This design comes from an exercise in tuning for small area, a short achievable clock period and few clock cycles per item on the open sky130 flow, not from production work. At most, simulation tests tie the RTL to the original design; equivalence was not proved. The clock input has no modelled driver; a real chip could not lean on it and would need a root buffer or a full tree. No activity file was given, so power comes from the tool's default toggle rates.

== job 9926 ==
==> flow/design.v <==
`timescale 1ns / 1ps
module Encoder(clk, reset, start, p_text, m_key, done, c_text);
    input clk, reset, start;
    input wire [63:0] p_text;
    input wire [79:0] m_key;
    output reg done;
    output wire [63:0] c_text;
    reg [63:0] t;
    reg [79:0] k;
    reg [4:0]  cnt;
    reg        busy;
    reg [1:0]  busy_k;
    reg [5:0]  idle_r;
    genvar i;
    wire [79:0] w = {k[66:0], k[79:67]};
    wire [3:0] ks;
    SBox uk (.x(w[3:0]), .y(ks));
    wire [4:0] rcx;
    generate for (i = 0; i < 5; i = i + 1) begin : rc
        C_xor2 u (.A(cnt[i]), .B(w[59+i]), .X(rcx[i]));
    end endgenerate
    wire [79:0] g = {w[79:64], rcx, w[58:4], ks};
    wire [79:0] kd;
    generate for (i = 0; i < 80; i = i + 1) begin : km
        wire n0, n1;
        C_nand2 u0 (.A(g[i]), .B(busy_k[i%2]), .Y(n0));
        C_nand2 u1 (.A(m_key[i]), .B(idle_r[i%2]), .Y(n1));
        C_nand2 u2 (.A(n0), .B(n1), .Y(kd[i]));
    end endgenerate
    wire [63:0] pn, y;
    generate for (i = 0; i < 64; i = i + 1) begin : yk
        C_nand2 u0 (.A(p_text[i]), .B(idle_r[2+i%2]), .Y(pn[i]));
        C_xnor2 u1 (.A(kd[i]), .B(pn[i]), .Y(y[i]));
    end endgenerate
    wire [63:0] b;
    generate for (i = 0; i < 16; i = i + 1) begin : sb
        SBoxG u (.x(t[4*i+3:4*i]), .enn(idle_r[4+i%2]), .y(b[4*i+3:4*i]));
    end endgenerate
    wire [63:0] c, d;
    generate for (i = 0; i < 4; i = i + 1) begin : sh
        assign c[16*i+15:16*i] = {b[16*i+7:16*i+4], b[16*i+3:16*i],
                                  b[16*i+15:16*i+12], b[16*i+11:16*i+8]};
    end endgenerate
    assign d[15:0]  = {c[14:0],  c[15]};
    assign d[31:16] = {c[27:16], c[31:28]};
    assign d[47:32] = {c[40:32], c[47:41]};
    assign d[63:48] = {c[54:48], c[63:55]};
    wire [63:0] tn;
    wire [15:0] e2, e1, a3, a0;
    generate for (i = 0; i < 16; i = i + 1) begin : mx
        C_xor2 x0 (.A(d[32+i]), .B(d[i]),    .X(e2[i]));
        C_xor2 x1 (.A(d[48+i]), .B(d[16+i]), .X(e1[i]));
        C_xor2 x2 (.A(d[48+i]), .B(y[48+i]), .X(a3[i]));
        C_xor2 x3 (.A(d[i]),    .B(y[i]),    .X(a0[i]));
        C_xor2 x4 (.A(a3[i]),   .B(e2[i]),   .X(tn[48+i]));
        C_xor2 x5 (.A(e2[i]),   .B(y[32+i]), .X(tn[32+i]));
        C_xor2 x6 (.A(e1[i]),   .B(y[16+i]), .X(tn[16+i]));
        C_xor2 x7 (.A(a0[i]),   .B(e1[i]),   .X(tn[i]));
    end endgenerate
    assign c_text = t;
    integer j;
    always @(posedge clk) begin
        t <= tn;
        k <= kd;
        cnt <= busy ? cnt + 5'd1 : 5'd0;
        for (j = 0; j < 2; j = j + 1)
            busy_k[j] <= !reset && (busy_k[j] ? cnt != 5'd24 : start);
        for (j = 0; j < 6; j = j + 1)
            idle_r[j] <= reset || (idle_r[j] ? !start : cnt == 5'd24);
        if (reset) begin
            busy <= 1'b0;
            done <= 1'b0;
        end else if (!busy) begin
            done <= 1'b0;
            busy <= start;
        end else if (cnt == 5'd24) begin
            busy <= 1'b0;
            done <= 1'b1;
        end
    end
endmodule
module SBoxN(x, yn);
    input [3:0] x;
    output [3:0] yn;
    wire n03, a03, n01, a13, e03, x12, qn, f11, f20, f31, f30;
    C_nor2   g0 (.A(x[0]), .B(x[3]), .Y(n03));
    C_nand2  g1 (.A(x[0]), .B(x[3]), .Y(a03));
    C_nor2   g2 (.A(x[0]), .B(x[1]), .Y(n01));
    C_nand2  g3 (.A(x[1]), .B(x[3]), .Y(a13));
    C_xnor2  g4 (.A(x[0]), .B(x[3]), .Y(e03));
    C_xor2   g5 (.A(x[1]), .B(x[2]), .X(x12));
    C_nand2b g6 (.A_N(x[0]), .B(x[3]), .Y(qn));
    C_xor2   g7 (.A(x[1]), .B(n03), .X(f11));
    C_xor2   g8 (.A(x[1]), .B(a03), .X(f20));
    C_xnor2  g9 (.A(x[3]), .B(n01), .Y(f31));
    C_xor2   g10 (.A(x[0]), .B(a13), .X(f30));
    C_xor2   g11 (.A(x12), .B(qn), .X(yn[0]));
    C_mux2i  g12 (.A0(e03), .A1(f11), .S(x[2]), .Y(yn[1]));
    C_mux2i  g13 (.A0(f20), .A1(e03), .S(x[2]), .Y(yn[2]));
    C_mux2i  g14 (.A0(f30), .A1(f31), .S(x[2]), .Y(yn[3]));
endmodule
module SBoxG(x, enn, y);
    input [3:0] x;
    input enn;
    output [3:0] y;
    wire [3:0] yn;
    SBoxN s (.x(x), .yn(yn));
    C_nor2 g0 (.A(yn[0]), .B(enn), .Y(y[0]));
    C_nor2 g1 (.A(yn[1]), .B(enn), .Y(y[1]));
    C_nor2 g2 (.A(yn[2]), .B(enn), .Y(y[2]));
    C_nor2 g3 (.A(yn[3]), .B(enn), .Y(y[3]));
endmodule
module SBox(x, y);
    input [3:0] x;
    output [3:0] y;
    wire [3:0] yn;
    SBoxN s (.x(x), .yn(yn));
    C_inv g0 (.A(yn[0]), .Y(y[0]));
    C_inv g1 (.A(yn[1]), .Y(y[1]));
    C_inv g2 (.A(yn[2]), .Y(y[2]));
    C_inv g3 (.A(yn[3]), .Y(y[3]));
endmodule
module C_inv(A, Y);
    input A;
    output Y;
    assign Y = (~A);
endmodule
module C_mux2i(A0, A1, S, Y);
    input A0, A1, S;
    output Y;
    assign Y = (~A0&~S) | (~A1&S);
endmodule
module C_nand2(A, B, Y);
    input A, B;
    output Y;
    assign Y = (~A) | (~B);
endmodule
module C_nand2b(A_N, B, Y);
    input A_N, B;
    output Y;
    assign Y = (A_N) | (~B);
endmodule
module C_nor2(A, B, Y);
    input A, B;
    output Y;
    assign Y = (~A&~B);
endmodule
module C_xnor2(A, B, Y);
    input A, B;
    output Y;
    assign Y = (~A&~B) | (A&B);
endmodule
module C_xor2(A, B, X);
    input A, B;
    output X;
    assign X = (A&~B) | (~A&B);
endmodule
==> flow/config.mk <==
export PLATFORM = sky130hd
export DESIGN_NAME = Encoder
export DESIGN_NICKNAME = Encoder
export VERILOG_FILES = /design/flow/design.v
export SDC_FILE = /design/flow/constraint.sdc
export NUM_CORES = 4
export LEC_CHECK = 0
export CAP_MARGIN = 20
export CORE_MARGIN = 2
export CORE_UTILIZATION = 40
export SETUP_SLACK_MARGIN = 1.8
export SLEW_MARGIN = 20
export SYNTH_HIERARCHICAL = 1
==> flow/constraint.sdc <==
create_clock -name core_clock -period 3.5 [get_ports {clk}]
set_input_delay 0.7000 -clock core_clock [delete_from_list [all_inputs] [get_ports {clk}]]
set_output_delay 0.7000 -clock core_clock [all_outputs]
set_load 0.01 [all_outputs]
standard.sh (not shown) runs the stock make flow with config.mk's settings and CLKGATE_MAP_FILE= SYNTH_SCRIPT=/design/flow/synth_recipe.tcl, a recipe that flattens the netlist after the stock synthesis.
==> flow/flow/run.sh <==
#!/bin/bash
# The standard layout, with plain buf_1 cells as the port buffers and a
# hand-built two-level clock tree (flow/clock_tree.tcl) in place of TritonCTS.
set -uo pipefail
export BUFFER_PORTS_ARGS="-buffer_cell sky130_fd_sc_hd__buf_1"
export PRE_CTS_TCL="$PWD/flow/clock_tree.tcl"
bash standard.sh > standard_flow.log 2>&1
Other scripts of this flow, unchanged in this note and not shown: flow/flow/clock_tree.tcl, flow/flow/clock_tree_lib.tcl
Testbench counts of job 9926, summed over its fixed seeds: cycles 13,312, items 512.
Changes in job 4459 relative to job 9926:
diff --git a/flow/design.v b/flow/design.v
--- a/flow/design.v
+++ b/flow/design.v
@@ -8,9 +8,9 @@
     reg [63:0] t;
     reg [79:0] k;
     reg [4:0]  cnt;
     reg        busy;
-    reg [1:0]  busy_k;
+    reg [3:0]  busy_k;
     reg [5:0]  idle_r;
     genvar i;
     wire [79:0] w = {k[66:0], k[79:67]};
     wire [3:0] ks;
@@ -33,9 +33,9 @@
         C_xnor2 u1 (.A(kd[i]), .B(pn[i]), .Y(y[i]));
     end endgenerate
     wire [63:0] b;
     generate for (i = 0; i < 16; i = i + 1) begin : sb
-        SBoxG u (.x(t[4*i+3:4*i]), .enn(idle_r[4+i%2]), .y(b[4*i+3:4*i]));
+        SBoxG u (.x(t[4*i+3:4*i]), .en(busy_k[2+i%2]), .enn(idle_r[4+i%2]), .y(b[4*i+3:4*i]));
     end endgenerate
     wire [63:0] c, d;
     generate for (i = 0; i < 4; i = i + 1) begin : sh
         assign c[16*i+15:16*i] = {b[16*i+7:16*i+4], b[16*i+3:16*i],
@@ -62,9 +62,9 @@
     always @(posedge clk) begin
         t <= tn;
         k <= kd;
         cnt <= busy ? cnt + 5'd1 : 5'd0;
-        for (j = 0; j < 2; j = j + 1)
+        for (j = 0; j < 4; j = j + 1)
             busy_k[j] <= !reset && (busy_k[j] ? cnt != 5'd24 : start);
         for (j = 0; j < 6; j = j + 1)
             idle_r[j] <= reset || (idle_r[j] ? !start : cnt == 5'd24);
         if (reset) begin
@@ -98,18 +98,37 @@
     C_mux2i  g12 (.A0(e03), .A1(f11), .S(x[2]), .Y(yn[1]));
     C_mux2i  g13 (.A0(f20), .A1(e03), .S(x[2]), .Y(yn[2]));
     C_mux2i  g14 (.A0(f30), .A1(f31), .S(x[2]), .Y(yn[3]));
 endmodule
-module SBoxG(x, enn, y);
+module SBoxG(x, en, enn, y);
     input [3:0] x;
-    input enn;
+    input en, enn;
     output [3:0] y;
-    wire [3:0] yn;
-    SBoxN s (.x(x), .yn(yn));
-    C_nor2 g0 (.A(yn[0]), .B(enn), .Y(y[0]));
-    C_nor2 g1 (.A(yn[1]), .B(enn), .Y(y[1]));
-    C_nor2 g2 (.A(yn[2]), .B(enn), .Y(y[2]));
-    C_nor2 g3 (.A(yn[3]), .B(enn), .Y(y[3]));
+    wire n03, a03, n01, a13, e03, x12, qn, f11, f20, f31, f30, s0n, sel0;
+    wire h1, l1, h2, l2, h3, l3;
+    C_nor2   g0 (.A(x[0]), .B(x[3]), .Y(n03));
+    C_nand2  g1 (.A(x[0]), .B(x[3]), .Y(a03));
+    C_nor2   g2 (.A(x[0]), .B(x[1]), .Y(n01));
+    C_nand2  g3 (.A(x[1]), .B(x[3]), .Y(a13));
+    C_xnor2  g4 (.A(x[0]), .B(x[3]), .Y(e03));
+    C_xor2   g5 (.A(x[1]), .B(x[2]), .X(x12));
+    C_nand2b g6 (.A_N(x[0]), .B(x[3]), .Y(qn));
+    C_nor2   g7 (.A(x[2]), .B(enn), .Y(sel0));
+    C_xor2   g8 (.A(x[1]), .B(n03), .X(f11));
+    C_xor2   g9 (.A(x[1]), .B(a03), .X(f20));
+    C_xnor2  g10 (.A(x[3]), .B(n01), .Y(f31));
+    C_xor2   g11 (.A(x[0]), .B(a13), .X(f30));
+    C_xor2   g12 (.A(x12), .B(qn), .X(s0n));
+    C_nor2   g13 (.A(s0n), .B(enn), .Y(y[0]));
+    C_nand3  g14 (.A(x[2]), .B(en), .C(f11), .Y(h1));
+    C_nand2  g15 (.A(sel0), .B(e03), .Y(l1));
+    C_nand2  g16 (.A(h1), .B(l1), .Y(y[1]));
+    C_nand3  g17 (.A(x[2]), .B(en), .C(e03), .Y(h2));
+    C_nand2  g18 (.A(sel0), .B(f20), .Y(l2));
+    C_nand2  g19 (.A(h2), .B(l2), .Y(y[2]));
+    C_nand3  g20 (.A(x[2]), .B(en), .C(f31), .Y(h3));
+    C_nand2  g21 (.A(sel0), .B(f30), .Y(l3));
+    C_nand2  g22 (.A(h3), .B(l3), .Y(y[3]));
 endmodule
 module SBox(x, y);
     input [3:0] x;
     output [3:0] y;
@@ -139,8 +158,13 @@
     input A_N, B;
     output Y;
     assign Y = (A_N) | (~B);
 endmodule
+module C_nand3(A, B, C, Y);
+    input A, B, C;
+    output Y;
+    assign Y = (~A) | (~B) | (~C);
+endmodule
 module C_nor2(A, B, Y);
     input A, B;
     output Y;
     assign Y = (~A&~B);
### Flow results
The final layout from job 4459, which completed every stage, passed the timing, DRC and antenna checks at the end of the flow. Job 4459 vs job 9926: power density normalized to cell area down by a few percent. The run showing the greater synthesized cell count is job 4459. The area of the mapped netlist of job 4459 was inferior to that of job 9926. Number of rows in the core area: job 9926 vs job 4459 identical. Job 9926 has a lower final cell count without fillers than job 4459. Going from job 9926 to job 4459, multi-input combinational cell area shrinks by 1.3%. Adder-cell area share of the yosys netlist delta (job 9926 -> job 4459): insignificant. Per the comparison of job 4459 with job 9926, utilization has remained practically unchanged, fraction of the mapped netlist area in simple logic gates has increased, average cell area after synthesis has decreased, fraction of area in registers has increased, number of buffer and inverter instances along the worst setup path has increased. Final area essentially unchanged between job 4459 and job 9926. Job 4459 — met2 capacity usage during global routing 1.3 points higher, job 9926 as reference.
The RTL of job 4459 was laid out without a check of its function. No run of this note takes its clock network from TritonCTS; it comes from the design's own scripts or RTL.

## afterwards: timing with drivers on the ports
Ports are ideal in the flow. The routed layouts listed here were re-timed in OpenROAD.
Step 1: set_driving_cell puts a clkbuf_16 on clk and a buf_2 on each other input, an assumption about the parent block.
Step 2, shift: input delay + t, output delay - t, t = (earliest + latest rising clock arrival at the registers) / 2. This alone moves slack from input paths to output paths.
a / b / c = ideal / step 1 / step 2; a / b = the first two.
run	shift t [ns]	setup slack, ns	clock arrival spread, ns	worst slew at a driven data input, ns
job 9926	0.369	1.834 / 1.774 / 1.834	0.011 / 0.012	0.04
job 4459	0.377	1.788 / 1.724 / 1.758	0.014 / 0.014	0.04
After both steps setup and hold are still met in every run listed. The setup slack of job 4459, which loses most, moves by -0.064 ns with the drivers and by -0.030 ns with both steps.
